Context: an optimization exercise on an open-source flow, tuned for small area and a short achievable clock period. The choices shown serve that exercise and are no tape-out recipe.
Only simulation tests tie the RTL to the original design; equivalence was not proved.
Power is estimated from default activity; no workload was simulated.

==> flow/design.v <==
module fp1(a, one, two, neg, rx, ry);
input wire [10:0] a;
input wire [5:0] one, two;
input wire [4:0] neg;
wire [4:0] nneg = ~neg;
output wire [20:0] rx, ry;
wire pp_0_0;
wire pp_0_1;
wire pp_0_2;
wire pp_0_3;
wire pp_0_4;
wire pp_0_5;
wire pp_0_6;
wire pp_0_7;
wire pp_0_8;
wire pp_0_9;
wire pp_0_10;
wire pp_0_11;
wire pp_1_0;
wire pp_1_1;
wire pp_1_2;
wire pp_1_3;
wire pp_1_4;
wire pp_1_5;
wire pp_1_6;
wire pp_1_7;
wire pp_1_8;
wire pp_1_9;
wire pp_1_10;
wire pp_1_11;
wire pp_2_0;
wire pp_2_1;
wire pp_2_2;
wire pp_2_3;
wire pp_2_4;
wire pp_2_5;
wire pp_2_6;
wire pp_2_7;
wire pp_2_8;
wire pp_2_9;
wire pp_2_10;
wire pp_2_11;
wire pp_3_0;
wire pp_3_1;
wire pp_3_2;
wire pp_3_3;
wire pp_3_4;
wire pp_3_5;
wire pp_3_6;
wire pp_3_7;
wire pp_3_8;
wire pp_3_9;
wire pp_3_10;
wire pp_3_11;
wire pp_4_0;
wire pp_4_1;
wire pp_4_2;
wire pp_4_3;
wire pp_4_4;
wire pp_4_5;
wire pp_4_6;
wire pp_4_7;
wire pp_4_8;
wire pp_4_9;
wire pp_4_10;
wire pp_4_11;
wire pp_5_0;
wire pp_5_1;
wire pp_5_2;
wire pp_5_3;
wire pp_5_4;
wire pp_5_5;
wire pp_5_6;
wire pp_5_7;
wire pp_5_8;
wire pp_5_9;
wire pp_5_10;
wire hs0;
wire hc0;
wire hs1;
wire hc1;
wire hs2;
wire hc2;
wire fs0;
wire fc0;
wire hs3;
wire hc3;
wire fs1;
wire fc1;
wire hs4;
wire hc4;
wire fs2;
wire fc2;
wire fs3;
wire fc3;
wire hs5;
wire hc5;
wire fs4;
wire fc4;
wire fs5;
wire fc5;
wire hs6;
wire hc6;
wire fs6;
wire fc6;
wire fs7;
wire fc7;
wire fs8;
wire fc8;
wire hs7;
wire hc7;
wire fs9;
wire fc9;
wire fs10;
wire fc10;
wire fs11;
wire fc11;
wire fs12;
wire fc12;
wire fs13;
wire fc13;
wire fs14;
wire fc14;
wire fs15;
wire fc15;
wire fs16;
wire fc16;
wire fs17;
wire fc17;
wire fs18;
wire fc18;
wire fs19;
wire fc19;
wire fs20;
wire fc20;
wire fs21;
wire fc21;
wire fs22;
wire fc22;
wire fs23;
wire fc23;
wire fs24;
wire fc24;
wire fs25;
wire fc25;
wire fs26;
wire fc26;
wire fs27;
wire fc27;
wire fs28;
wire fc28;
wire fs29;
wire fc29;
wire fs30;
wire fc30;
wire fs31;
wire fc31;
wire pp_2_11_n;
wire fs32;
wire fc32;
wire fs33;
wire fc33;
wire fs34;
wire fc34;
wire fs35;
wire fc35;
wire fs36;
wire fc36;
wire fs37;
wire fc37;
wire pp_3_11_n;
wire fs38;
wire fc38;
wire fs39;
wire fc39;
wire fs40;
wire fc40;
wire fs41;
wire fc41;
wire pp_4_11_n;
wire fs42;
wire fc42;
wire fs43;
wire fc43;
assign pp_0_0 = (one[0] & a[0]) ^ neg[0];
assign pp_0_1 = ((one[0] & a[1]) | (two[0] & a[0])) ^ neg[0];
assign pp_0_2 = ((one[0] & a[2]) | (two[0] & a[1])) ^ neg[0];
assign pp_0_3 = ((one[0] & a[3]) | (two[0] & a[2])) ^ neg[0];
assign pp_0_4 = ((one[0] & a[4]) | (two[0] & a[3])) ^ neg[0];
assign pp_0_5 = ((one[0] & a[5]) | (two[0] & a[4])) ^ neg[0];
assign pp_0_6 = ((one[0] & a[6]) | (two[0] & a[5])) ^ neg[0];
assign pp_0_7 = ((one[0] & a[7]) | (two[0] & a[6])) ^ neg[0];
assign pp_0_8 = ((one[0] & a[8]) | (two[0] & a[7])) ^ neg[0];
assign pp_0_9 = ((one[0] & a[9]) | (two[0] & a[8])) ^ neg[0];
assign pp_0_10 = ((one[0] & a[10]) | (two[0] & a[9])) ^ neg[0];
assign pp_0_11 = (two[0] & a[10]) ^ neg[0];
assign pp_1_0 = (one[1] & a[0]) ^ neg[1];
assign pp_1_1 = ((one[1] & a[1]) | (two[1] & a[0])) ^ neg[1];
assign pp_1_2 = ((one[1] & a[2]) | (two[1] & a[1])) ^ neg[1];
assign pp_1_3 = ((one[1] & a[3]) | (two[1] & a[2])) ^ neg[1];
assign pp_1_4 = ((one[1] & a[4]) | (two[1] & a[3])) ^ neg[1];
assign pp_1_5 = ((one[1] & a[5]) | (two[1] & a[4])) ^ neg[1];
assign pp_1_6 = ((one[1] & a[6]) | (two[1] & a[5])) ^ neg[1];
assign pp_1_7 = ((one[1] & a[7]) | (two[1] & a[6])) ^ neg[1];
assign pp_1_8 = ((one[1] & a[8]) | (two[1] & a[7])) ^ neg[1];
assign pp_1_9 = ((one[1] & a[9]) | (two[1] & a[8])) ^ neg[1];
assign pp_1_10 = ((one[1] & a[10]) | (two[1] & a[9])) ^ neg[1];
assign pp_1_11 = (two[1] & a[10]) ^ neg[1];
assign pp_2_0 = (one[2] & a[0]) ^ neg[2];
assign pp_2_1 = ((one[2] & a[1]) | (two[2] & a[0])) ^ neg[2];
assign pp_2_2 = ((one[2] & a[2]) | (two[2] & a[1])) ^ neg[2];
assign pp_2_3 = ((one[2] & a[3]) | (two[2] & a[2])) ^ neg[2];
assign pp_2_4 = ((one[2] & a[4]) | (two[2] & a[3])) ^ neg[2];
assign pp_2_5 = ((one[2] & a[5]) | (two[2] & a[4])) ^ neg[2];
assign pp_2_6 = ((one[2] & a[6]) | (two[2] & a[5])) ^ neg[2];
assign pp_2_7 = ((one[2] & a[7]) | (two[2] & a[6])) ^ neg[2];
assign pp_2_8 = ((one[2] & a[8]) | (two[2] & a[7])) ^ neg[2];
assign pp_2_9 = ((one[2] & a[9]) | (two[2] & a[8])) ^ neg[2];
assign pp_2_10 = ((one[2] & a[10]) | (two[2] & a[9])) ^ neg[2];
assign pp_2_11 = (two[2] & a[10]) ^ neg[2];
assign pp_3_0 = (one[3] & a[0]) ^ neg[3];
assign pp_3_1 = ((one[3] & a[1]) | (two[3] & a[0])) ^ neg[3];
assign pp_3_2 = ((one[3] & a[2]) | (two[3] & a[1])) ^ neg[3];
assign pp_3_3 = ((one[3] & a[3]) | (two[3] & a[2])) ^ neg[3];
assign pp_3_4 = ((one[3] & a[4]) | (two[3] & a[3])) ^ neg[3];
assign pp_3_5 = ((one[3] & a[5]) | (two[3] & a[4])) ^ neg[3];
assign pp_3_6 = ((one[3] & a[6]) | (two[3] & a[5])) ^ neg[3];
assign pp_3_7 = ((one[3] & a[7]) | (two[3] & a[6])) ^ neg[3];
assign pp_3_8 = ((one[3] & a[8]) | (two[3] & a[7])) ^ neg[3];
assign pp_3_9 = ((one[3] & a[9]) | (two[3] & a[8])) ^ neg[3];
assign pp_3_10 = ((one[3] & a[10]) | (two[3] & a[9])) ^ neg[3];
assign pp_3_11 = (two[3] & a[10]) ^ neg[3];
assign pp_4_0 = (one[4] & a[0]) ^ neg[4];
assign pp_4_1 = ((one[4] & a[1]) | (two[4] & a[0])) ^ neg[4];
assign pp_4_2 = ((one[4] & a[2]) | (two[4] & a[1])) ^ neg[4];
assign pp_4_3 = ((one[4] & a[3]) | (two[4] & a[2])) ^ neg[4];
assign pp_4_4 = ((one[4] & a[4]) | (two[4] & a[3])) ^ neg[4];
assign pp_4_5 = ((one[4] & a[5]) | (two[4] & a[4])) ^ neg[4];
assign pp_4_6 = ((one[4] & a[6]) | (two[4] & a[5])) ^ neg[4];
assign pp_4_7 = ((one[4] & a[7]) | (two[4] & a[6])) ^ neg[4];
assign pp_4_8 = ((one[4] & a[8]) | (two[4] & a[7])) ^ neg[4];
assign pp_4_9 = ((one[4] & a[9]) | (two[4] & a[8])) ^ neg[4];
assign pp_4_10 = ((one[4] & a[10]) | (two[4] & a[9])) ^ neg[4];
assign pp_4_11 = (two[4] & a[10]) ^ neg[4];
assign pp_5_0 = (one[5] & a[0]);
assign pp_5_1 = ((one[5] & a[1]) | (two[5] & a[0]));
assign pp_5_2 = ((one[5] & a[2]) | (two[5] & a[1]));
assign pp_5_3 = ((one[5] & a[3]) | (two[5] & a[2]));
assign pp_5_4 = ((one[5] & a[4]) | (two[5] & a[3]));
assign pp_5_5 = ((one[5] & a[5]) | (two[5] & a[4]));
assign pp_5_6 = ((one[5] & a[6]) | (two[5] & a[5]));
assign pp_5_7 = ((one[5] & a[7]) | (two[5] & a[6]));
assign pp_5_8 = ((one[5] & a[8]) | (two[5] & a[7]));
assign pp_5_9 = ((one[5] & a[9]) | (two[5] & a[8]));
assign pp_5_10 = ((one[5] & a[10]) | (two[5] & a[9]));
ha_c u_h0(.a(neg[1]), .b(pp_0_2), .s(hs0), .co(hc0));
ha_c u_h1(.a(pp_0_3), .b(pp_1_1), .s(hs1), .co(hc1));
ha_c u_h2(.a(neg[2]), .b(pp_0_4), .s(hs2), .co(hc2));
fa_c u_f0(.a(pp_2_0), .b(pp_1_2), .c(hc1), .s(fs0), .co(fc0));
ha_c u_h3(.a(pp_0_5), .b(pp_1_3), .s(hs3), .co(hc3));
fa_c u_f1(.a(hc2), .b(pp_2_1), .c(hs3), .s(fs1), .co(fc1));
ha_c u_h4(.a(neg[3]), .b(pp_0_6), .s(hs4), .co(hc4));
fa_c u_f2(.a(pp_2_2), .b(pp_1_4), .c(pp_3_0), .s(fs2), .co(fc2));
fa_c u_f3(.a(hs4), .b(hc3), .c(fs2), .s(fs3), .co(fc3));
ha_c u_h5(.a(pp_0_7), .b(pp_1_5), .s(hs5), .co(hc5));
fa_c u_f4(.a(pp_3_1), .b(pp_2_3), .c(hc4), .s(fs4), .co(fc4));
fa_c u_f5(.a(fc2), .b(hs5), .c(fs4), .s(fs5), .co(fc5));
ha_c u_h6(.a(neg[4]), .b(pp_0_8), .s(hs6), .co(hc6));
fa_c u_f6(.a(pp_2_4), .b(pp_1_6), .c(pp_3_2), .s(fs6), .co(fc6));
fa_c u_f7(.a(hc5), .b(pp_4_0), .c(hs6), .s(fs7), .co(fc7));
fa_c u_f8(.a(fc4), .b(fs6), .c(fs7), .s(fs8), .co(fc8));
ha_c u_h7(.a(pp_0_9), .b(pp_1_7), .s(hs7), .co(hc7));
fa_c u_f9(.a(pp_3_3), .b(pp_2_5), .c(pp_4_1), .s(fs9), .co(fc9));
fa_c u_f10(.a(hs7), .b(hc6), .c(fc6), .s(fs10), .co(fc10));
fa_c u_f11(.a(fc7), .b(fs9), .c(fs10), .s(fs11), .co(fc11));
fa_c u_f12(.a(pp_1_8), .b(pp_0_10), .c(pp_2_6), .s(fs12), .co(fc12));
fa_c u_f13(.a(pp_4_2), .b(pp_3_4), .c(pp_5_0), .s(fs13), .co(fc13));
fa_c u_f14(.a(fc9), .b(hc7), .c(fs12), .s(fs14), .co(fc14));
fa_c u_f15(.a(fc10), .b(fs13), .c(fs14), .s(fs15), .co(fc15));
fa_c u_f16(.a(pp_1_9), .b(pp_0_11), .c(pp_2_7), .s(fs16), .co(fc16));
fa_c u_f17(.a(pp_4_3), .b(pp_3_5), .c(pp_5_1), .s(fs17), .co(fc17));
fa_c u_f18(.a(fc13), .b(fc12), .c(fs16), .s(fs18), .co(fc18));
fa_c u_f19(.a(fc14), .b(fs17), .c(fs18), .s(fs19), .co(fc19));
fa_c u_f20(.a(pp_1_10), .b(neg[0]), .c(pp_2_8), .s(fs20), .co(fc20));
fa_c u_f21(.a(pp_4_4), .b(pp_3_6), .c(pp_5_2), .s(fs21), .co(fc21));
fa_c u_f22(.a(fc17), .b(fc16), .c(fs20), .s(fs22), .co(fc22));
fa_c u_f23(.a(fc18), .b(fs21), .c(fs22), .s(fs23), .co(fc23));
fa_c u_f24(.a(pp_1_11), .b(neg[0]), .c(pp_2_9), .s(fs24), .co(fc24));
fa_c u_f25(.a(pp_4_5), .b(pp_3_7), .c(pp_5_3), .s(fs25), .co(fc25));
fa_c u_f26(.a(fc21), .b(fc20), .c(fs24), .s(fs26), .co(fc26));
fa_c u_f27(.a(fc22), .b(fs25), .c(fs26), .s(fs27), .co(fc27));
fa_c u_f28(.a(nneg[0]), .b(nneg[1]), .c(pp_2_10), .s(fs28), .co(fc28));
fa_c u_f29(.a(pp_4_6), .b(pp_3_8), .c(pp_5_4), .s(fs29), .co(fc29));
fa_c u_f30(.a(fc24), .b(fs28), .c(fc25), .s(fs30), .co(fc30));
fa_c u_f31(.a(fc26), .b(fs29), .c(fs30), .s(fs31), .co(fc31));
assign pp_2_11_n = ~pp_2_11;
fa_c u_f32(.a(pp_4_7), .b(pp_3_9), .c(pp_5_5), .s(fs32), .co(fc32));
fa_c u_f33(.a(fc28), .b(pp_2_11_n), .c(fc29), .s(fs33), .co(fc33));
fa_c u_f34(.a(fs33), .b(fs32), .c(fc30), .s(fs34), .co(fc34));
fa_c u_f35(.a(pp_3_10), .b(nneg[2]), .c(pp_4_8), .s(fs35), .co(fc35));
fa_c u_f36(.a(pp_2_11), .b(pp_5_6), .c(fc32), .s(fs36), .co(fc36));
fa_c u_f37(.a(fc33), .b(fs35), .c(fs36), .s(fs37), .co(fc37));
assign pp_3_11_n = ~pp_3_11;
fa_c u_f38(.a(pp_5_7), .b(pp_4_9), .c(pp_3_11_n), .s(fs38), .co(fc38));
fa_c u_f39(.a(fs38), .b(fc35), .c(fc36), .s(fs39), .co(fc39));
fa_c u_f40(.a(pp_4_10), .b(nneg[3]), .c(pp_5_8), .s(fs40), .co(fc40));
fa_c u_f41(.a(fc38), .b(pp_3_11), .c(fs40), .s(fs41), .co(fc41));
assign pp_4_11_n = ~pp_4_11;
fa_c u_f42(.a(pp_4_11_n), .b(pp_5_9), .c(fc40), .s(fs42), .co(fc42));
fa_c u_f43(.a(pp_5_10), .b(nneg[4]), .c(pp_4_11), .s(fs43), .co(fc43));
assign rx = {fs43, fs42, fs41, fs39, fs37, fs34, fc27, fc23, fc19, fc15, fc11, fc8, fc5, fc3, fc1, fc0, hs2, hc0, pp_1_0, pp_0_1, neg[0]};
assign ry = {fc42, fc41, fc39, fc37, fc34, fc31, fs31, fs27, fs23, fs19, fs15, fs11, fs8, fs5, fs3, fs1, fs0, hs1, hs0, 1'b0, pp_0_0};
endmodule
module fa_c(a, b, c, s, co);
input wire a, b, c;
output wire s, co;
assign s = a ^ b ^ c;
assign co = (a & b) | (c & (a ^ b));
endmodule
module ha_c(a, b, s, co);
input wire a, b;
output wire s, co;
assign s = a ^ b;
assign co = a & b;
endmodule
module ha1_c(a, b, s, co);
input wire a, b;
output wire s, co;
assign s = ~(a ^ b);
assign co = a | b;
endmodule
module fp2(s, e, sign, fp_result, under, over);
input wire [20:9] s;
input wire [4:0] e;
input wire sign;
output wire [15:0] fp_result;
output wire under, over;
wire [4:0] e_inc = e + 5'd1;
wire u0 = e > 5'd24;
wire u1 = (e > 5'd23) && (e != 5'd31);    
wire [4:0] te = s[20] ? e : e_inc;
wire [10:0] ts = s[20] ? s[19:9] : s[20:10];
assign fp_result = {sign, te[3:0], ts};
assign under = s[20] ? u0 : u1;
assign over = te[4];
endmodule
module fp_mul(clk, op1, op2, result, under, over);
input wire clk;
input wire [15:0] op1, op2;
output wire [15:0] result;
output wire under, over;
wire [13:0] bx = {2'b00, op2[10:0], 1'b0};
wire [5:0] one_d, two_d;
wire [4:0] neg_d;
genvar i;
generate for (i = 0; i < 6; i = i + 1) begin : g_booth
	assign one_d[i] = bx[2*i+1] ^ bx[2*i];
	assign two_d[i] = (bx[2*i+2] & ~bx[2*i+1] & ~bx[2*i]) | (~bx[2*i+2] & bx[2*i+1] & bx[2*i]);
	if (i < 5) begin : g_neg
		assign neg_d[i] = bx[2*i+2];
	end
end endgenerate
reg [10:0] sa;
reg [5:0] bone, btwo;
reg [4:0] bneg;
reg [4:0] e1;
reg sg1;
always @(posedge clk)
begin
	sa <= op1[10:0];
	bone <= one_d;
	btwo <= two_d;
	bneg <= neg_d;
	e1 <= {1'b0, op1[14:11]} + {1'b0, op2[14:11]} - 5'd7;
	sg1 <= op1[15] ^ op2[15];
end
wire [20:0] rx, ry;
fp1 stage1(.a(sa), .one(bone), .two(btwo), .neg(bneg), .rx(rx), .ry(ry));
wire [20:0] px = rx, py = ry;
wire [20:0] p, g;
wire q1, q2, q3, q4, q5, q6, q7, q8, q9, q10, q11, q12, q13, q14, q15, q16, q17, q18, q19, q20, q21, q22, q23, q24, q25, q26, q27, q28, q29, q30, q31, q32, q33, q34, q35, q36, q37, q38, q39, q40, q41, q42, q43, q44, q45, q46, q47, q48, q49, q50, q51, q52, q53, q54;
ha_c u_pg0(.a(px[0]), .b(py[0]), .s(p[0]), .co(g[0]));
assign p[1] = px[1];
assign g[1] = 1'b0;
ha_c u_pg2(.a(px[2]), .b(py[2]), .s(p[2]), .co(g[2]));
ha_c u_pg3(.a(px[3]), .b(py[3]), .s(p[3]), .co(g[3]));
ha_c u_pg4(.a(px[4]), .b(py[4]), .s(p[4]), .co(g[4]));
ha_c u_pg5(.a(px[5]), .b(py[5]), .s(p[5]), .co(g[5]));
ha_c u_pg6(.a(px[6]), .b(py[6]), .s(p[6]), .co(g[6]));
ha_c u_pg7(.a(px[7]), .b(py[7]), .s(p[7]), .co(g[7]));
ha_c u_pg8(.a(px[8]), .b(py[8]), .s(p[8]), .co(g[8]));
ha_c u_pg9(.a(px[9]), .b(py[9]), .s(p[9]), .co(g[9]));
ha_c u_pg10(.a(px[10]), .b(py[10]), .s(p[10]), .co(g[10]));
ha_c u_pg11(.a(px[11]), .b(py[11]), .s(p[11]), .co(g[11]));
ha_c u_pg12(.a(px[12]), .b(py[12]), .s(p[12]), .co(g[12]));
ha_c u_pg13(.a(px[13]), .b(py[13]), .s(p[13]), .co(g[13]));
ha_c u_pg14(.a(px[14]), .b(py[14]), .s(p[14]), .co(g[14]));
ha_c u_pg15(.a(px[15]), .b(py[15]), .s(p[15]), .co(g[15]));
ha_c u_pg16(.a(px[16]), .b(py[16]), .s(p[16]), .co(g[16]));
ha_c u_pg17(.a(px[17]), .b(py[17]), .s(p[17]), .co(g[17]));
ha_c u_pg18(.a(px[18]), .b(py[18]), .s(p[18]), .co(g[18]));
ha_c u_pg19(.a(px[19]), .b(py[19]), .s(p[19]), .co(g[19]));
ha_c u_pg20(.a(px[20]), .b(py[20]), .s(p[20]), .co(g[20]));
assign q1 = p[1] & g[0];
pg_c u_q2(.gh(g[3]), .ph(p[3]), .gl(g[2]), .pl(p[2]), .g(q2), .p(q3));
pg_c u_q4(.gh(g[5]), .ph(p[5]), .gl(g[4]), .pl(p[4]), .g(q4), .p(q5));
pg_c u_q6(.gh(g[7]), .ph(p[7]), .gl(g[6]), .pl(p[6]), .g(q6), .p(q7));
g_c u_q8(.gh(g[2]), .ph(p[2]), .gl(q1), .g(q8));
g_c u_q9(.gh(q2), .ph(q3), .gl(q1), .g(q9));
pg_c u_q10(.gh(g[6]), .ph(p[6]), .gl(q4), .pl(q5), .g(q10), .p(q11));
pg_c u_q12(.gh(q6), .ph(q7), .gl(q4), .pl(q5), .g(q12), .p(q13));
g_c u_q14(.gh(g[4]), .ph(p[4]), .gl(q9), .g(q14));
g_c u_q15(.gh(q4), .ph(q5), .gl(q9), .g(q15));
g_c u_q16(.gh(q10), .ph(q11), .gl(q9), .g(q16));
g_c u_q17(.gh(q12), .ph(q13), .gl(q9), .g(q17));
g_c u_q18(.gh(g[8]), .ph(p[8]), .gl(q17), .g(q18));
gt2_c u_q19(.x1(px[10]), .y1(py[10]), .x0(px[9]), .y0(py[9]), .g(q19), .t(q20));
gt2_c u_q21(.x1(px[12]), .y1(py[12]), .x0(px[11]), .y0(py[11]), .g(q21), .t(q22));
mj_c u_q23(.a(px[11]), .b(py[11]), .c(q19), .m(q23));
assign q26 = px[9] & py[9];
xr_c u_q27(.a(px[9]), .b(py[9]), .y(q27));
xr_c u_q28(.a(px[10]), .b(py[10]), .y(q28));
xr_c u_q29(.a(px[11]), .b(py[11]), .y(q29));
xr_c u_q30(.a(px[12]), .b(py[12]), .y(q30));
wire [3:0] bs0 = {q30 ^ q23, q29 ^ q19, q28 ^ q26, q27};
g_c u_q24(.gh(q21), .ph(q22), .gl(q19), .g(q24));
assign q25 = q22 & q20;
gt2_c u_q31(.x1(px[14]), .y1(py[14]), .x0(px[13]), .y0(py[13]), .g(q31), .t(q32));
gt2_c u_q33(.x1(px[16]), .y1(py[16]), .x0(px[15]), .y0(py[15]), .g(q33), .t(q34));
mj_c u_q35(.a(px[15]), .b(py[15]), .c(q31), .m(q35));
assign q38 = px[13] & py[13];
xr_c u_q39(.a(px[13]), .b(py[13]), .y(q39));
xr_c u_q40(.a(px[14]), .b(py[14]), .y(q40));
xr_c u_q41(.a(px[15]), .b(py[15]), .y(q41));
xr_c u_q42(.a(px[16]), .b(py[16]), .y(q42));
wire [3:0] bs1 = {q42 ^ q35, q41 ^ q31, q40 ^ q38, q39};
g_c u_q36(.gh(q33), .ph(q34), .gl(q31), .g(q36));
assign q37 = q34 & q32;
gt2_c u_q43(.x1(px[18]), .y1(py[18]), .x0(px[17]), .y0(py[17]), .g(q43), .t(q44));
gt2_c u_q45(.x1(px[20]), .y1(py[20]), .x0(px[19]), .y0(py[19]), .g(q45), .t(q46));
mj_c u_q47(.a(px[19]), .b(py[19]), .c(q43), .m(q47));
assign q50 = px[17] & py[17];
xr_c u_q51(.a(px[17]), .b(py[17]), .y(q51));
xr_c u_q52(.a(px[18]), .b(py[18]), .y(q52));
xr_c u_q53(.a(px[19]), .b(py[19]), .y(q53));
xr_c u_q54(.a(px[20]), .b(py[20]), .y(q54));
wire [3:0] bs2 = {q54 ^ q47, q53 ^ q43, q52 ^ q50, q51};
assign q49 = q51 & q52 & q53;
reg hc;
reg [3:0] bs0r;
reg bg0;
reg bp0;
reg [3:0] bs1r;
reg bg1;
reg bp1;
reg [3:0] bs2r;
reg bt;
reg [4:0] e2;
reg sg2;
always @(posedge clk)
begin
	hc <= q18;
	bs0r <= bs0;
	bg0 <= q24;
	bp0 <= q25;
	bs1r <= bs1;
	bg1 <= q36;
	bp1 <= q37;
	bs2r <= bs2;
	bt <= q49;
	e2 <= e1;
	sg2 <= sg1;
end
wire c0 = hc;
wire c1 = bg0 | (bp0 & c0);
wire c2 = bg1 | (bp1 & c1);
wire [3:0] bi0 = bs0r + c0;
wire [3:0] bi1 = bs1r + c1;
wire [3:0] bi2 = bs2r + c2;
wire s20 = bs2r[3] ^ (c2 & bt);
wire [20:9] s = {s20, bi2[2:0], bi1, bi0};
fp2 stage2(.s(s), .e(e2), .sign(sg2), .fp_result(result), .under(under), .over(over));
endmodule
module gt2_c(x1, y1, x0, y0, g, t);
input wire x1, y1, x0, y0;
output wire g, t;
assign g = (x1 & y1) | ((x1 | y1) & x0 & y0);
assign t = (x1 | y1) & (x0 | y0);
endmodule
module mj_c(a, b, c, m);
input wire a, b, c;
output wire m;
assign m = (a & b) | ((a | b) & c);
endmodule
module xr_c(a, b, y);
input wire a, b;
output wire y;
assign y = a ^ b;
endmodule
module pg_c(gh, ph, gl, pl, g, p);
input wire gh, ph, gl, pl;
output wire g, p;
assign g = gh | (ph & gl);
assign p = ph & pl;
endmodule
module g_c(gh, ph, gl, g);
input wire gh, ph, gl;
output wire g;
assign g = gh | (ph & gl);
endmodule
==> flow/flow/run.sh <==
#!/bin/bash
# The standard layout (the standard.sh) with changes: plain buf_1
# cells as the input and output port buffers instead of the ones
# buffer_ports picks, clock tree synthesis without dummy load cells,
# and the ORFS settings below.
export BUFFER_PORTS_ARGS="-buffer_cell sky130_fd_sc_hd__buf_1"
export CTS_ARGS="-sink_clustering_enable -repair_clock_nets -buf_list sky130_fd_sc_hd__clkbuf_8 -dont_use_dummy_load"
export SETUP_MOVE_SEQUENCE="unbuffer,sizeup,swap"
bash standard.sh > standard.log 2>&1
==> flow/standard.sh <==
#!/bin/bash
# synth_recipe.tcl (not shown) runs the flow's synth.tcl, then flattens the netlist and writes it again
# the make line also repeats each setting of config.mk as NAME=value (left out here)
make -C /OpenROAD-flow-scripts/flow DESIGN_CONFIG=/design/flow/config.mk WORK_HOME=/design/flow/orfs CLKGATE_MAP_FILE= SYNTH_SCRIPT=/design/flow/synth_recipe.tcl "${@:-finish}"
==> flow/config.mk <==
export PLATFORM = sky130hd
export DESIGN_NAME = fp_mul
export DESIGN_NICKNAME = fp_mul
export VERILOG_FILES = /design/flow/design.v
export SDC_FILE = /design/flow/constraint.sdc
export NUM_CORES = 4
export LEC_CHECK = 0
export CAP_MARGIN = 20
export CORE_MARGIN = 2
export CORE_UTILIZATION = 40
export SETUP_SLACK_MARGIN = 2.0
export SLEW_MARGIN = 20
export SYNTH_HIERARCHICAL = 1
export SYNTH_MINIMUM_KEEP_SIZE = 0
==> flow/constraint.sdc <==
create_clock -name core_clock -period 5.3 [get_ports {clk}]
set_input_delay 1.0600 -clock core_clock [delete_from_list [all_inputs] [get_ports {clk}]]
set_output_delay 1.0600 -clock core_clock [all_outputs]
set_load 0.01 [all_outputs]
==> metrics.cfg, run 1 <==
[route]
vias=3215
firstDrtPassIters=5
wl_met1_um=4180
drtAntennaViolNets=0
drtIter0Drc=212
avgViaCountPerCell=5.01
routedWlPerCell_um=14.2
topRoutingLayerUsed=met4
met3WireLength_um=511
wirelength_um=9140
dr_wl_met2_um=4350
drc=0

[grt]
grt_usage_pct=13.8
grt_pass1_vias=3262
grt_pass1_wl_um=15800
grt_max_degree=19
grt_overflow=0
antenna_found_initial=0

[die]
coreArea_mm2=0.0127
die_y_um=118
start_util_pct=41.2
fp.dieW_um=118
ios=51
die-area_mm2=0.0140
rows=41

[yosys]
synth_fp_nets=599
syn-cell-area_mm2=0.00522
netlist_instances=488
avgSynthCellArea_um2=10.7
yosys_warnings=7

[worst_setup_path]
crit_fanout=14
cp-start-kind=register
worst_ep_arrival_time_ns=3.38
required_ns=5.50
crit_type=register to register
cp-end-kind=register

[place]
io_buffers=50
gp_routability_congestion=0.864
hpwl_um=7150
pre_cts_ws_ns=1.82
dp_cells=633

[clocking]
clock_sinks=58
path_clk_slew_ns=0.06
cts_buffers=9
root_buffer=clkbuf_8
insertion_delay_ns=0.32
h-tree-depth=3
ctsHoldBuffers=0
clockBufferDepth=2
post_cts_buffers=0
cts_tree=done

[sta]
clock_skew_ns=0.0105
worst_slack_ns=2.12
fin_crit_sh_pct=60.0
final.min_clock_period_ns=3.18
setup_viol=0
rsz0062_at_grt=true
worstMarginPinSlew_ns=0.604
max_freq_ghz=0.315
finalHoldViolations=0
drv_slew=0
setup-tns-final_ns=0
slew_headroom_pct=59.7

[layout]
instances_no_fill=642
antenna_cells=0
final_nets=583
area_growth_pct=0.0239
nFillCells=1244
drive_gt1_share_pct=14.9

[status]
outcome=complete, no violations

[power]
p_leak_nw=2.10
powerDensity_mw_per_mm2=526
switching_share_pct=41.2
clkPwrFrac_pct=10.5
vdd_drop_max_mv=0.268
p_seq_share_pct=24.5
pwr-share-comb_pct=65.1
internal_power_mw=1.62
switching_power_mw=1.13

[hold_path]
hold_path.class=register to register

[run]
drv_cap=0

==> cells in the final DEF, fill, tap and decap left out, drive strengths merged <==
cell     n
nor2     8
a21o    12
nand2b   5
a21oi    6
dfxtp   58
a211oi   1
ha      33
buf     50
a22o    10
nand2   14
xnor2   72
maj3     3
inv     18
o22a     4
and2     9
a22oi   50
nor2b    2
o211a    1
o22ai    1
clkbuf   9
fa      45
xor2    28
and3     2
a31oi    5
mux2    12
o21ai    5
nand3    3
nand3b   4
==> routing by layer <==
| metal | track usage [%] | vias up |
|---|---|---|
| met3 | 2.94 | 8 |
| met2 | 22.5 | 90 |
| met5 | 0 | - |
| li1 | - | 1561 |
| met4 | 3.77 | 0 |
| met1 | 18.4 | 1556 |
==> critical path: stages (launching register included) <==
cell and delay (ns):
dfxtp_2 0.58, xnor2_1 0.17, fa_1 0.48, fa_1 0.57, fa_2 0.48, a31oi_1 0.22, nor2_2 0.08, maj3_2 0.32
xor2_1 0.16
==> path summary, 6_finish.rpt <==
kind | from | slack [ns] | cells past startpoint | end
worst max-delay path | bneg[4] | 2.12 | 8 | bs1r[3]
worst min-delay path | e1[1] | 0.33 | 0 | e2[1]
worst min register to register | e1[1] | 0.33 | 0 | e2[1]
worst max register to register | bneg[4] | 2.12 | 8 | bs1r[3]
==> timing repair <==
action | in CTS | in global routing
hold endpoints to repair | 0 | 0
setup endpoints to repair | 20 | 17
resized for setup | 20 | 28
pin swaps | 0 | 2
==> registers in the layout, summed over array words and instances (netlist names), 4 cells and up <==
name / count
sa: 11
bs1r: 4
bneg: 5
e1: 5
bs2r: 4
bone: 6
e2: 5
bs0r: 4
btwo: 6
==> metrics by stage <==
stage | hold slack (ns) | cell area, um^2 | utilization, % | power, mW
floorplan | 0.310 | 5220 | - | 2.34
global placement | 0.313 | 5000 | 39.5 | 2.42
detailed placement | 0.312 | 5000 | 39.5 | 2.46
CTS | 0.326 | 5160 | 40.7 | 2.77
global route | 0.330 | 5230 | 41.2 | 3.03
finish | 0.326 | 5230 | 41.2 | 2.75
==> layout make-up <==
cell class	instances	area, um^2	share of cell area, %
clock buffer	9	124	2.37
inverter	18	67.6	1.29
tap	172	215	4.12
sequential	58	1230	23.6
timing repair buffer	50	188	3.59
multi-input combinational	335	3400	65.0
==> power groups by stage <==
stage | Combinational, mW | Sequential, mW | Clock [mW]
floorplan | 1.72 | 0.614 | 0
global placement | 1.75 | 0.675 | 0
detailed placement | 1.78 | 0.678 | 0
CTS | 1.80 | 0.674 | 0.300
global route | 2.02 | 0.689 | 0.321
finish | 1.79 | 0.672 | 0.288
==> run 2, diff against run 1 <==
--- a/flow/config.mk
+++ b/flow/config.mk
@@ -9,5 +9,5 @@
 export CORE_MARGIN = 2
 export CORE_UTILIZATION = 40
-export SETUP_SLACK_MARGIN = 2.0
+export SETUP_SLACK_MARGIN = 1.9
 export SLEW_MARGIN = 20
 export SYNTH_HIERARCHICAL = 1
==> run 2 against run 1 <==
Effect of this change:
- still clean
- routed wire length down 0.26%
- total power down 0.18%
- cell area down 1.1%
- first-iteration DRC count down 11%
- via count down 0.25%
- critical path depth up 1
==> metrics.cfg, run 2 <==
[status]
outcome=complete, no violations

[clocking]
ctsHoldBuffers=0  ; unchanged
cts_tree=done
clockBufferDepth=2  ; unchanged
root_buffer=clkbuf_8
h-tree-depth=3  ; unchanged
path_clk_slew_ns=0.06  ; about the same
insertion_delay_ns=0.32  ; about the same
cts_buffers=9  ; unchanged
clock_sinks=58  ; unchanged

[sta]
worst_slack_ns=2.02  ; -0.102 ns
setup_viol=0  ; unchanged
finalHoldViolations=0  ; unchanged
rsz0062_at_grt=true
clock_skew_ns=0.00988  ; -0.000582 ns
fin_crit_sh_pct=61.9  ; +1.9 points
worstMarginPinSlew_ns=0.604  ; unchanged
slew_headroom_pct=59.7  ; unchanged
drv_slew=0  ; unchanged
setup-tns-final_ns=0  ; unchanged
max_freq_ghz=0.305  ; -3.1%
final.min_clock_period_ns=3.28  ; +0.102 ns

[route]
drtAntennaViolNets=0  ; unchanged
vias=3207  ; -0.25%
routedWlPerCell_um=14.2  ; -0.26%
firstDrtPassIters=5  ; unchanged
avgViaCountPerCell=5.00  ; -0.25%
met3WireLength_um=377  ; -26%
wirelength_um=9110  ; -0.26%
drc=0  ; unchanged
drtIter0Drc=188  ; -11%
wl_met1_um=4280  ; +2.3%
topRoutingLayerUsed=met4
dr_wl_met2_um=4350  ; about the same

[die]
die_y_um=118  ; unchanged
rows=41  ; unchanged
coreArea_mm2=0.0127  ; unchanged
ios=51  ; unchanged
fp.dieW_um=118  ; unchanged
start_util_pct=41.2  ; unchanged
die-area_mm2=0.0140  ; unchanged

[worst_setup_path]
cp-end-kind=register
crit_chain=a22oi_1, xnor2_1, fa_1, fa_1, fa_1, a31oi_1, nor2_2, maj3_2, xor2_1
cpMostUsedCell=fa_1
cp-start-kind=register
required_ns=5.50  ; about the same
crit_type=register to register
crit_fanout=11  ; -3
slowest_delay_ns=0.58  ; about the same
worst_ep_arrival_time_ns=3.48  ; +0.10 ns
crit_slowest_cell=fa_1

[yosys]
synth_fp_nets=599  ; unchanged
syn-cell-area_mm2=0.00522  ; unchanged
avgSynthCellArea_um2=10.7  ; unchanged
yosys_warnings=7  ; unchanged
netlist_instances=488  ; unchanged

[layout]
final_common_cell=xnor2_1
antenna_cells=0  ; unchanged
top_register=sa
nFillCells=1246  ; +0.16%
final_nets=583  ; unchanged
drive_gt1_share_pct=14.0  ; -0.85 points
largest_register_ff_count=11  ; unchanged
area_growth_pct=-1.03
reg.largest.list=sa x11, bone x6, btwo x6
final_cell_mix=xnor2_1, buf_1, fa_1, a22oi_1, ha_1

[hold_path]
hold_path.class=register to register

[run]
drv_cap=0  ; unchanged

[power]
powerDensity_mw_per_mm2=531  ; +0.88%
p_leak_nw=2.10  ; -0.26%
vdd_drop_max_mv=0.266  ; -0.60%

[place]
pre_cts_ws_ns=1.82  ; unchanged
gp_routability_congestion=0.864  ; unchanged
io_buffers=50  ; unchanged
hpwl_um=7150  ; unchanged

[grt]
grt_pass1_wl_um=15700  ; -0.30%
antenna_found_initial=0  ; unchanged
grt_pass1_vias=3248  ; -0.43%
grt_max_degree=19  ; unchanged
grt_overflow=0  ; unchanged
grt_usage_pct=13.7  ; -0.041 points

## run 2: final timing paths
| path | start | to | slack [ns] | depth (start not counted) |
|---|---|---|---|---|
| max | sa[10] | bs1r[3] | 2.02 | 9 |
| min | e1[1] | e2[1] | 0.33 | 0 |
| max reg2reg | sa[10] | bs1r[3] | 2.02 | 9 |
| min reg2reg | e1[1] | e2[1] | 0.33 | 0 |
## run 2: metrics by stage
stage          instances  power [mW]  util [%]  instance area [um^2]  hold slack (ns)
4_1_cts              642        2.77      40.6                  5140            0.326
3_3_place_gp         633        2.42      39.5                  5000            0.313
6_report             642        2.74      40.8                  5170            0.326
5_1_grt              642        3.02      40.8                  5170            0.330
2_1_floorplan        488        2.34         -                  5220            0.310
3_5_place_dp         633        2.46      39.5                  5000            0.312
## run 2: cell type report
| cell class | count | area [um^2] | area share [%] |
|---|---|---|---|
| inverter | 18 | 67.6 | 1.31 |
| timing repair buffer | 50 | 188 | 3.63 |
| clock buffer | 9 | 124 | 2.40 |
| tap | 172 | 215 | 4.16 |
| sequential | 58 | 1190 | 23.1 |
| multi-input combinational | 335 | 3380 | 65.4 |
## run 2: report_power, final
| part | total [mW] | leakage (nW) | switching, mW | internal [mW] |
|---|---|---|---|---|
| clock | 0.291 | 0.0647 | 0.140 | 0.150 |
| sequential | 0.673 | 0.490 | 0.105 | 0.568 |
| combinational | 1.78 | 1.54 | 0.885 | 0.894 |
| total | 2.74 | 2.10 | 1.13 | 1.61 |
## run 2: worst max-delay path, delay by kind of cell (launching register included)
| family | cells | cell delay, ns |
|---|---|---|
| adder cells (fa/ha/maj) | 4 | 1.78 |
| AND/OR/NAND/NOR | 1 | 0.08 |
| AO/OA/AOI/OAI | 2 | 0.38 |
| flip-flops | 1 | 0.48 |
| XOR/XNOR | 2 | 0.44 |
## run 2: per-layer routing
| metal | global-route usage [%] | up-vias |
|---|---|---|
| met3 | 2.94 | 10 |
| met5 | 0 | - |
| li1 | - | 1563 |
| met1 | 18.4 | 1559 |
| met4 | 3.77 | 0 |
| met2 | 22.4 | 75 |
## run 2: what timing repair did
action                     4_1_cts  5_1_grt
gates resized for setup          8       20
setup endpoints to repair       13        3
setup buffers                    0        0
==> run 3, diff against run 2 <==
--- a/flow/config.mk
+++ b/flow/config.mk
@@ -8,6 +8,6 @@
 export CAP_MARGIN = 20
 export CORE_MARGIN = 2
-export CORE_UTILIZATION = 40
-export SETUP_SLACK_MARGIN = 1.9
+export CORE_UTILIZATION = 60
+export SETUP_SLACK_MARGIN = 2.0
 export SLEW_MARGIN = 20
 export SYNTH_HIERARCHICAL = 1
==> run 3 against run 2 <==
Effect of this change:
- clock-buffer cell count unchanged
- total power decreased by 1.3%
- die area decreased by 32%
==> metrics.cfg, run 3 <==
[status]
outcome=complete, no violations

[power]
clkPwrFrac_pct=10.6  ; about the same
internal_power_mw=1.61  ; about the same
vdd_drop_max_mv=0.208  ; -22%
powerDensity_mw_per_mm2=529  ; -0.42%
p_leak_nw=2.10  ; +0.14%
pwr-share-comb_pct=64.5  ; -0.4 points
power_mw=2.71  ; -1.3%
p_seq_share_pct=24.9  ; +0.4 points
switching_power_mw=1.09  ; -3.3%
switching_share_pct=40.4  ; -0.82 points

[grt]
antenna_found_initial=0  ; unchanged
grt_usage_pct=19.9  ; +6.2 points
grt_overflow=0  ; unchanged
grt_max_degree=19  ; unchanged
grt_pass1_vias=3227  ; -0.65%
grt_pass1_wl_um=15100  ; -3.6%

[route]
topRoutingLayerUsed=met4
drtAntennaViolNets=0  ; unchanged
drtIter0Drc=156  ; -17%
drc=0  ; unchanged
firstDrtPassIters=6  ; +1
routedWlPerCell_um=15.5  ; +9.4%
dr_wl_met2_um=4250  ; -2.4%
avgViaCountPerCell=5.53  ; +11%
wl_met1_um=4120  ; -3.7%
vias=3199  ; -0.25%
met3WireLength_um=482  ; +28%
wirelength_um=8980  ; -1.5%

[clocking]
cts_tree=done
insertion_delay_ns=0.33  ; about the same
h-tree-depth=3  ; unchanged
path_clk_slew_ns=0.06  ; about the same
cts_buffers=9  ; unchanged
root_buffer=clkbuf_8
post_cts_buffers=0  ; unchanged
clock_sinks=58  ; unchanged
ctsHoldBuffers=0  ; unchanged
clockBufferDepth=2  ; unchanged

[sta]
worstMarginPinSlew_ns=0.585  ; -0.0192 ns
drv_slew=0  ; unchanged
hold_slack_ns=0.307  ; -0.0191 ns
slew_headroom_pct=60.9  ; +1.3 points
fin_crit_sh_pct=60.3  ; -1.6 points
setup-tns-final_ns=0  ; unchanged
finalHoldViolations=0  ; unchanged
rsz0062_at_grt=true
final.min_clock_period_ns=3.20  ; -0.0846 ns
max_freq_ghz=0.313  ; +2.6%
worst_slack_ns=2.10  ; +0.0846 ns
clock_skew_ns=0.0209  ; +0.0111 ns
setup_viol=0  ; unchanged

[layout]
largest_register_ff_count=11  ; unchanged
nFillCells=761  ; -39%
final_cell_mix=xnor2_1, buf_1, fa_1, a22oi_1, ha_1
top_register=sa
drive_gt1_share_pct=14.7  ; +0.64 points
reg.largest.list=sa x11, bone x6, btwo x6
antenna_cells=0  ; unchanged
area_growth_pct=-1.89
final_nets=583  ; unchanged
final_common_cell=xnor2_1

[place]
io_buffers=50  ; unchanged
pre_cts_ws_ns=1.75  ; -0.0747 ns
hpwl_um=6920  ; -3.2%
gp_routability_congestion=0.915  ; +5.9%

[yosys]
netlist_instances=488  ; unchanged
yosys_warnings=7  ; unchanged
avgSynthCellArea_um2=10.7  ; unchanged
syn-cell-area_mm2=0.00522  ; unchanged
synth_fp_nets=599  ; unchanged

[worst_setup_path]
critPathBufInv=0  ; unchanged
crit_fanout=12  ; +1
crit_slowest_cell=fa_1
worst_ep_arrival_time_ns=3.40  ; -0.08 ns
crit_family=adder cells
cp-end-kind=register
slowest_delay_ns=0.56  ; -0.02 ns
cpMostUsedCell=fa_1
crit_type=register to register
cp-start-kind=register
required_ns=5.50  ; about the same
crit_chain=a22oi_1, xnor2_1, fa_1, fa_1, fa_1, a31oi_1, nor2_1, maj3_2, xor2_1

[die]
die_y_um=97.3  ; -18%
ios=51  ; unchanged
rows=34  ; -17%
start_util_pct=60.8  ; +20 points
fp.dieW_um=97.3  ; -18%
die-area_mm2=0.00947  ; -32%
coreArea_mm2=0.00859  ; -32%

[hold_path]
hold_path.class=register to register

[run]
drv_cap=0  ; unchanged

## run 3: power groups by stage
| stage | Sequential (mW) | Combinational [mW] | Clock, mW |
|---|---|---|---|
| after floorplan | 0.614 | 1.72 | 0 |
| after global placement | 0.677 | 1.72 | 0 |
| after detailed placement | 0.677 | 1.75 | 0 |
| after CTS | 0.673 | 1.76 | 0.300 |
| after global routing | 0.687 | 1.98 | 0.317 |
| final | 0.674 | 1.75 | 0.287 |
## run 3: final timing paths
check | start | end | slack, ns | depth (start not counted)
setup / recovery | sa[2] | bs0r[3] | 2.10 | 9
hold reg to reg | e1[2] | e2[2] | 0.31 | 0
setup reg to reg | sa[2] | bs0r[3] | 2.10 | 9
hold / removal | e1[2] | e2[2] | 0.31 | 0
## run 3: timing repair
action / in CTS / in global routing
pin swaps: 0 / 1
endpoints found under the setup margin: 21 / 12
hold endpoints to repair: 0 / 0
gates cloned: 0 / 0
resized for setup: 18 / 22
## run 3: cell type report
type	instances	area, um^2	share of cell area, %
clock buffer	9	124	2.42
inverter	18	67.6	1.32
sequential	58	1220	23.7
tap	108	135	2.64
timing repair buffer	50	188	3.66
multi-input combinational	335	3390	66.2
## run 3: through the flow
step                cell area, um^2  cells  util [%]
floorplan                      5220    488         -
global placement               4920    569      57.3
detailed placement             4920    569      57.3
CTS                            5080    578      59.1
global route                   5120    578      59.6
finish                         5120    578      59.6
## run 3: per-layer routing
metal	track usage, %	vias to the layer above
met5	0	-
met4	7.16	0
met3	3.53	14
met2	33.5	103
met1	25.9	1522
li1	-	1560
==> run 4, diff against run 3 <==
--- a/flow/config.mk
+++ b/flow/config.mk
@@ -9,4 +9,5 @@
 export CORE_MARGIN = 2
 export CORE_UTILIZATION = 60
+export PLACE_DENSITY = 0.75
 export SETUP_SLACK_MARGIN = 2.0
 export SLEW_MARGIN = 20
==> run 4 against run 3 <==
Effect of this change:
- still clean
- final cell count unchanged
- area after synthesis did not move
- critical path depth is 1 lower
- global-route usage increased by 0.39 points
==> metrics.cfg, run 4 <==
[status]
outcome=complete, no violations

[worst_setup_path]
cp-start-kind=register
r2r-start=bneg[1]
cp-end-kind=register
worst_ep_arrival_time_ns=3.42  ; +0.02 ns
reg2reg_depth=8  ; -1
reg2reg_to=bs1r[3]
reg2reg_slack_ns=2.09  ; -0.02 ns
crit_type=register to register
required_ns=5.51  ; about the same
crit_fanout=14  ; +2

[place]
io_buffers=50  ; unchanged
gp_routability_congestion=0.915  ; unchanged
pre_cts_ws_ns=1.79  ; +0.0387 ns
hpwl_um=6860  ; -0.96%
dp_cells=569  ; unchanged

[power]
switching_share_pct=41.1  ; +0.72 points
internal_power_mw=1.61  ; about the same
pwr-share-comb_pct=64.7  ; +0.2 points
p_leak_nw=2.11  ; +0.37%
p_seq_share_pct=24.5  ; -0.4 points
switching_power_mw=1.13  ; +3.1%
vdd_drop_max_mv=0.215  ; +3.4%
powerDensity_mw_per_mm2=533  ; +0.89%
clkPwrFrac_pct=10.9  ; +0.3 points
power_mw=2.74  ; +1.3%

[clocking]
h-tree-depth=3  ; unchanged
clockBufferDepth=2  ; unchanged
cts_buffers=9  ; unchanged
clock_sinks=58  ; unchanged
path_clk_slew_ns=0.06  ; about the same
root_buffer=clkbuf_8
insertion_delay_ns=0.34  ; about the same
cts_tree=done
ctsHoldBuffers=0  ; unchanged
post_cts_buffers=0  ; unchanged

[route]
avgViaCountPerCell=5.61  ; +1.3%
vias=3240  ; +1.3%
routedWlPerCell_um=15.8  ; +1.7%
drtIter0Drc=173  ; +11%
drc=0  ; unchanged
firstDrtPassIters=5  ; -1
drtAntennaViolNets=0  ; unchanged
wirelength_um=9130  ; +1.7%

[sta]
hold_slack_ns=0.326  ; +0.0191 ns
drv_slew=0  ; unchanged
worst_slack_ns=2.09  ; -0.0186 ns
setup-tns-final_ns=0  ; unchanged
setup_viol=0  ; unchanged
rsz0062_at_grt=true
clock_skew_ns=0.0196  ; -0.00136 ns
final.min_clock_period_ns=3.21  ; +0.0186 ns
slew_headroom_pct=59.6  ; -1.4 points
finalHoldViolations=0  ; unchanged
worstMarginPinSlew_ns=0.605  ; +0.0204 ns
max_freq_ghz=0.311  ; -0.58%
fin_crit_sh_pct=60.7  ; +0.35 points

[layout]
final_cell_mix=xnor2_1, buf_1, fa_1, a22oi_1, ha_1
largest_register_ff_count=11  ; unchanged
final_common_cell=xnor2_1
reg.largest.list=sa x11, bone x6, btwo x6
drive_gt1_share_pct=14.9  ; +0.21 points
area_growth_pct=-1.51
top_register=sa
nFillCells=742  ; -2.5%
instances_no_fill=578  ; unchanged
antenna_cells=0  ; unchanged
regArea_mm2=0.00123  ; +1.0%
multi_input_area_mm2=0.00340  ; +0.22%
final_nets=583  ; unchanged

[grt]
grt_max_degree=19  ; unchanged
grt.busiest_layer=met2
grtUsageMet3_pct=6.04  ; +2.5 points
gr-usage-met2_pct=32.3  ; -1.2 points
grt_pass1_wl_um=15600  ; +2.7%
grt_usage_pct=20.3  ; +0.39 points
grt_pass1_vias=3296  ; +2.1%
antenna_found_initial=0  ; unchanged
grt_util_met1_pct=27.0  ; +1.0 points
grt_overflow=0  ; unchanged

[yosys]
syn-cell-area_mm2=0.00522  ; unchanged
avgSynthCellArea_um2=10.7  ; unchanged
netlist_instances=488  ; unchanged
synth_fp_nets=599  ; unchanged
yosys_warnings=7  ; unchanged

[die]
coreArea_mm2=0.00859  ; unchanged
fp.dieW_um=97.3  ; unchanged
ios=51  ; unchanged
die-area_mm2=0.00947  ; unchanged
rows=34  ; unchanged
die_y_um=97.3  ; unchanged
start_util_pct=60.8  ; unchanged

[run]
drv_cap=0  ; unchanged

[hold_path]
min_to=sg2
hold_start=sg1
hold_path.class=register to register
min_path_cells=0  ; unchanged

run 4: stage by stage:
stage | instance area (um^2) | util, %
detailed placement | 4920 | 57.3
CTS | 5080 | 59.1
finish | 5140 | 59.9
global placement | 4920 | 57.3
global route | 5140 | 59.9
floorplan | 5220 | -
run 4: layer usage:
| metal | wire length, um | up-vias |
|---|---|---|
| li1 | - | 1561 |
| met1 | 3950 | 1551 |
| met2 | 4350 | 122 |
| met3 | 760 | 6 |
| met4 | 65 | 0 |
| met5 | 0 | - |
run 4: critical path, stage by stage (launching register included):
cell and delay, ns:
dfxtp_2 0.58, xnor2_1 0.17, fa_1 0.53, fa_1 0.54
fa_2 0.50, a31oi_1 0.20, nor2_1 0.11, maj3_2 0.32
xor2_1 0.15
run 4: repair_timing:
item                       CTS  global route
pin swaps                    0             1
gates resized for setup     19            27
cloned                       0             0
setup endpoints to repair   21            15
run 4: power groups by stage:
| stage | sequential (mW) | combinational, mW | clock, mW |
|---|---|---|---|
| after global placement | 0.670 | 1.70 | 0 |
| after CTS | 0.670 | 1.78 | 0.304 |
| final | 0.672 | 1.77 | 0.298 |
| after floorplan | 0.614 | 1.72 | 0 |
| after detailed placement | 0.674 | 1.75 | 0 |
| after global routing | 0.685 | 1.99 | 0.332 |
run 4: layout make-up:
class,instances,share of cell area (%)
tap,108,2.63
clock buffer,9,2.41
inverter,18,1.31
multi-input combinational,335,66.1
timing repair buffer,50,3.65
sequential,58,23.9
run 4: worst max path at each step:
| stage | from | to | slack, ns | cells after the start |
|---|---|---|---|---|
| 2_1_floorplan | bneg[0] | bs1r[3] | 2.12 | 11 |
| 3_3_place_gp | bneg[0] | bs1r[3] | 1.89 | 8 |
| 3_5_place_dp | bneg[0] | bs1r[3] | 1.79 | 8 |
| 4_1_cts | btwo[3] | bs1r[3] | 1.95 | 9 |
| 5_1_grt | bneg[0] | bs1r[3] | 1.96 | 8 |
| 6_report | bneg[1] | bs1r[3] | 2.09 | 8 |
==> run 5, diff against run 4 <==
--- a/flow/config.mk
+++ b/flow/config.mk
@@ -8,6 +8,6 @@
 export CAP_MARGIN = 20
 export CORE_MARGIN = 2
-export CORE_UTILIZATION = 60
-export PLACE_DENSITY = 0.75
+export CORE_UTILIZATION = 50
+export PLACE_DENSITY = 0.6
 export SETUP_SLACK_MARGIN = 2.0
 export SLEW_MARGIN = 20
==> run 5 against run 4 <==
Effect of this change:
- synthesized cell count unchanged
- critical path type unchanged
- largest cell class unchanged
- still clean
- die area rose by 19%
- clock-buffer cell count is the same
- sequential share of layout area fell by 0.22 points
- cell area increased by 0.73%
- worst setup slack improved by 0.019 ns
- largest power group unchanged
==> metrics.cfg, run 5 <==
[status]
outcome=complete, no violations

[yosys]
syn-cell-area_mm2=0.00522  ; unchanged
netlist_instances=488  ; unchanged
yosys_warnings=7  ; unchanged
synth_fp_nets=599  ; unchanged
avgSynthCellArea_um2=10.7  ; unchanged

[layout]
final_cell_mix=xnor2_1, buf_1, a22oi_1
antenna_cells=0  ; unchanged
largest_register_ff_count=11  ; unchanged
drive_gt1_share_pct=15.3  ; +0.43 points
final_common_cell=xnor2_1
top_register=sa
design_area_mm2=0.00518  ; +0.73%
area_growth_pct=-0.790
reg.largest.list=sa x11, bone x6, btwo x6
final_util_pct=50.7  ; -9.2 points
instances_no_fill=606  ; +4.8%
final_nets=583  ; unchanged

[worst_setup_path]
crit_family=adder cells
crit_type=register to register
crit_slowest_cell=fa_1
cp-start-kind=register
cp-end-kind=register
cpMostUsedCell=fa_1
slowest_delay_ns=0.58  ; about the same
required_ns=5.50  ; about the same
crit_fanout=11  ; -3
worst_ep_arrival_time_ns=3.39  ; -0.03 ns
crit_chain=a22oi_1, xnor2_1, fa_1, fa_1, fa_2, a31oi_2, nor2_2, maj3_2, xor2_1
critPathBufInv=0  ; unchanged

[hold_path]
hold_path.class=register to register

[clocking]
root_buffer=clkbuf_8
cts_tree=done
clock_sinks=58  ; unchanged
h-tree-depth=3  ; unchanged
cts_buffers=9  ; unchanged
path_clk_slew_ns=0.07  ; about the same
insertion_delay_ns=0.33  ; about the same
ctsHoldBuffers=0  ; unchanged
clockBufferDepth=2  ; unchanged
post_cts_buffers=0  ; unchanged

[sta]
finalHoldViolations=0  ; unchanged
final.min_clock_period_ns=3.20  ; -0.0191 ns
fin_crit_sh_pct=60.3  ; -0.36 points
clock_skew_ns=0.0197  ; +0.0000770 ns
setup_viol=0  ; unchanged
rsz0062_at_grt=true
worst_slack_ns=2.10  ; +0.0191 ns
drv_slew=0  ; unchanged
max_freq_ghz=0.313  ; +0.60%
slew_headroom_pct=59.8  ; +0.22 points
worstMarginPinSlew_ns=0.602  ; -0.00327 ns
setup-tns-final_ns=0  ; unchanged
hold_slack_ns=0.323  ; -0.00281 ns

[grt]
grt_max_degree=19  ; unchanged
grt_overflow=0  ; unchanged
antenna_found_initial=0  ; unchanged
grt_usage_pct=17.7  ; -2.6 points
grt_pass1_wl_um=15900  ; +2.3%
grt_pass1_vias=3334  ; +1.2%

[place]
place_area_mm2=0.00495  ; +0.71%
io_buffers=50  ; unchanged
dp_cells=597  ; +4.9%
pre_cts_ws_ns=1.76  ; -0.0233 ns
hpwl_um=7030  ; +2.6%
gp_routability_congestion=0.907  ; -0.87%

[run]
drv_cap=0  ; unchanged

[die]
coreArea_mm2=0.0102  ; +19%
die-area_mm2=0.0113  ; +19%
start_util_pct=51.1  ; -9.7 points
rows=37  ; +8.8%
fp.dieW_um=106  ; +9.2%
die_y_um=106  ; +9.2%
ios=51  ; unchanged

[route]
drc=0  ; unchanged
avgViaCountPerCell=5.24  ; -6.5%
drtAntennaViolNets=0  ; unchanged
firstDrtPassIters=4  ; -1
vias=3177  ; -1.9%
wirelength_um=9210  ; +0.89%
drtIter0Drc=117  ; -32%
routedWlPerCell_um=15.2  ; -3.8%

[power]
powerDensity_mw_per_mm2=529  ; -0.71%
power_mw=2.74  ; about the same
vdd_drop_max_mv=0.226  ; +5.4%
p_leak_nw=2.11  ; +0.11%

==> run 5: worst reg2reg max path: stages (launching register included) <==
cell and delay, ns:
dfxtp_4 0.40, a22oi_1 0.22, xnor2_1 0.13, fa_1 0.46, fa_1 0.58, fa_2 0.50
a31oi_2 0.23, nor2_2 0.08, maj3_2 0.31, xor2_1 0.16
==> run 5: path summary, 6_finish.rpt <==
check        cells after the start  slack (ns)       to  startpoint
max                              9        2.10  bs1r[3]     btwo[4]
min                              0        0.32    e2[3]       e1[3]
min reg2reg                      0        0.32    e2[3]       e1[3]
max reg2reg                      9        2.10  bs1r[3]     btwo[4]
==> run 5: layer usage <==
metal  routed length, um  vias up  share of wire, %  track usage [%]
li1                    -     1559                 -                -
met1                4260     1516                46             24.1
met2                4340       90                47             28.9
met3                 497       12               5.4             2.88
met4                 107        0               1.2             5.55
met5                   0        -                 0                0
==> run 5: final cells by class <==
cell class	count	area, um^2
Clock buffer	9	124
Fill cell	903	5050
Inverter	18	67.6
Multi-Input combinational cell	335	3410
Sequential cell	58	1230
Tap cell	136	170
Timing Repair Buffer	50	189
==> run 5: where the power goes <==
part	internal [mW]	total (mW)	switching, mW
registers	0.565	0.674	0.109
clock network	0.150	0.283	0.133
logic	0.909	1.79	0.878
==> run 5: timing repair <==
item                                    in CTS  in global routing
endpoints found under the setup margin      20                 15
cloned                                       0                  0
pin swaps                                    0                  2
gates resized for setup                     22                 25
==> run 6, diff against run 5 <==
--- a/flow/config.mk
+++ b/flow/config.mk
@@ -8,8 +8,8 @@
 export CAP_MARGIN = 20
 export CORE_MARGIN = 2
-export CORE_UTILIZATION = 50
-export PLACE_DENSITY = 0.6
+export CORE_UTILIZATION = 40
 export SETUP_SLACK_MARGIN = 2.0
 export SLEW_MARGIN = 20
 export SYNTH_HIERARCHICAL = 1
 export SYNTH_MINIMUM_KEEP_SIZE = 0
+export TNS_END_PERCENT = 0
==> run 6 against run 5 <==
Effect of this change:
- clock skew shrank 0.0095 ns
- clock power up 2%
- flip-flop and latch count stayed put
- worst setup slack better by 0.012 ns
- total power is 0.19% higher
- utilization decreased by 9.6 points
- critical path depth shrank 1
- largest power group unchanged
==> metrics.cfg, run 6 <==
[status]
outcome=complete, no violations

[worst_setup_path]
cp-end-kind=register
crit_type=register to register
crit_fanout=14  ; +3
reg2reg_slack_ns=2.12  ; about the same
cp-start-kind=register
worst_ep_arrival_time_ns=3.38  ; about the same
required_ns=5.50  ; about the same

[sta]
max_freq_ghz=0.314  ; +0.36%
worst_slack_ns=2.12  ; +0.0115 ns
fin_crit_sh_pct=60.1  ; -0.22 points
rsz0062_at_grt=true
drv_slew=0  ; unchanged
final.min_clock_period_ns=3.18  ; -0.0115 ns
worstMarginPinSlew_ns=0.605  ; +0.00246 ns
setup_viol=0  ; unchanged
finalHoldViolations=0  ; unchanged
clock_skew_ns=0.0102  ; -0.00945 ns
setup-tns-final_ns=0  ; unchanged
slew_headroom_pct=59.6  ; -0.16 points

[grt]
grt_pass1_vias=3248  ; -2.6%
grt_usage_pct=13.7  ; -4.0 points
grt_overflow=0  ; unchanged
grt_pass1_wl_um=15700  ; -1.3%
antenna_found_initial=0  ; unchanged
grt_max_degree=19  ; unchanged

[yosys]
netlist_instances=488  ; unchanged
yosys_warnings=7  ; unchanged
avgSynthCellArea_um2=10.7  ; unchanged
synth_fp_nets=599  ; unchanged
syn-cell-area_mm2=0.00522  ; unchanged

[route]
vias=3190  ; +0.41%
met3WireLength_um=440  ; -11%
drc=0  ; unchanged
firstDrtPassIters=5  ; +1
drtAntennaViolNets=0  ; unchanged
topRoutingLayerUsed=met4
routedWlPerCell_um=14.1  ; -6.9%
dr_wl_met2_um=4340  ; -0.16%
drtIter0Drc=230  ; +97%
wirelength_um=9080  ; -1.4%
avgViaCountPerCell=4.97  ; -5.2%
wl_met1_um=4220  ; -0.85%

[clocking]
ctsHoldBuffers=0  ; unchanged
clockBufferDepth=2  ; unchanged
root_buffer=clkbuf_8
cts_tree=done
insertion_delay_ns=0.32  ; about the same
post_cts_buffers=0  ; unchanged
cts_buffers=9  ; unchanged
clock_sinks=58  ; unchanged
path_clk_slew_ns=0.06  ; about the same
h-tree-depth=3  ; unchanged

[layout]
final_nets=583  ; unchanged
nFillCells=1247  ; +38%
antenna_cells=0  ; unchanged
top_register=sa
regArea_mm2=0.00122  ; -0.82%
largest_register_ff_count=11  ; unchanged
drive_gt1_share_pct=14.7  ; -0.64 points
final_cell_mix=xnor2_1, buf_1, a22oi_1
final_util_pct=41.1  ; -9.6 points
reg.largest.list=sa x11, bone x6, btwo x6
instances_no_fill=642  ; +5.9%
final_common_cell=xnor2_1
multi_input_area_mm2=0.00339  ; -0.40%
area_growth_pct=-0.407

[die]
coreArea_mm2=0.0127  ; +24%
ios=51  ; unchanged
die-area_mm2=0.0140  ; +24%
start_util_pct=41.2  ; -9.8 points
rows=41  ; +11%
die_y_um=118  ; +11%
fp.dieW_um=118  ; +11%

[place]
pre_cts_ws_ns=1.82  ; +0.0592 ns
io_buffers=50  ; unchanged
dp_cells=633  ; +6.0%
gp_routability_congestion=0.864  ; -4.7%
hpwl_um=7150  ; +1.6%

[hold_path]
hold_path.class=register to register

[run]
drv_cap=0  ; unchanged

[power]
vdd_drop_max_mv=0.267  ; +18%
powerDensity_mw_per_mm2=528  ; -0.20%
p_leak_nw=2.10  ; -0.49%

==> run 6: metal layers <==
metal  up-vias  track usage [%]
met5         -                0
met1      1545             18.4
li1       1564                -
met3         6             2.94
met2        75             22.4
met4         0             3.77
==> run 6: final cells by class <==
class,count,share of cell area [%]
well taps,172,4.14
multi-input cells,335,65.2
clock buffers,9,2.38
flip-flops and latches,58,23.4
repair buffers,50,3.61
inverters,18,1.30
==> run 6: worst max-delay path, cell delays in order, from the launching register on <==
cell	delay, ns
dfxtp_2	0.59
xnor2_1	0.17
fa_1	0.48
fa_1	0.57
fa_2	0.48
a31oi_1	0.22
nor2_2	0.08
maj3_2	0.32
xor2_1	0.16
==> run 6: through the flow <==
stage | cell area [um^2] | power (mW) | hold slack, ns
after floorplan | 5220 | 2.34 | 0.310
after global placement | 5000 | 2.42 | 0.313
after detailed placement | 5000 | 2.46 | 0.312
after CTS | 5140 | 2.77 | 0.326
after global routing | 5200 | 3.03 | 0.330
final | 5200 | 2.75 | 0.326
==> run 6: final timing paths <==
| path | from | endpoint | depth (start not counted) |
|---|---|---|---|
| setup / recovery | bneg[4] | bs1r[3] | 8 |
| hold / removal | e1[1] | e2[1] | 0 |
| setup reg to reg | bneg[4] | bs1r[3] | 8 |
| hold reg to reg | e1[1] | e2[1] | 0 |
==> run 6: timing repair <==
action,4_1_cts,5_1_grt
endpoints found under the setup margin,20,18
gates resized for setup,5,35
pin swaps,0,1
==> run 6: where the power goes <==
part           total (mW)  internal (mW)  switching [mW]
clock network       0.288          0.150           0.137
registers           0.673          0.566           0.107
logic                1.79          0.901           0.887
total                2.75           1.62            1.13

-- static timing again, ports no longer ideal --
Ports are ideal in the flow. The routed layouts listed here were re-timed in OpenROAD. Step 1 sets driving cells, clkbuf_16 on the clock port and buf_2 on the other inputs (assumed; they add their load-dependent delay and slew). Step 2, shift: input delay + t, output delay - t, t = (earliest + latest rising clock arrival at the registers) / 2. This alone moves slack from input paths to output paths. a / b / c = ideal ports / drivers / drivers and shift; a / b = the first two.
run	t (ns)	slack for setup (ns)	hold WS [ns]	worst setup path at the end	cell pins on the clock port's net
run 1	0.344	2.121 / 2.121 / 2.121	0.326 / 0.326 / 0.326	register to register	1
run 2	0.349	2.019 / 2.019 / 2.019	0.326 / 0.326 / 0.326	register to register	1
run 3	0.350	2.104 / 2.104 / 2.104	0.307 / 0.307 / 0.307	register to register	1
run 4	0.358	2.085 / 2.085 / 2.085	0.326 / 0.326 / 0.326	register to register	1
run 5	0.353	2.104 / 2.104 / 2.104	0.323 / 0.323 / 0.323	register to register	1
run 6	0.343	2.116 / 2.116 / 2.116	0.326 / 0.326 / 0.326	register to register	1
After both steps setup and hold are still met in every run listed.
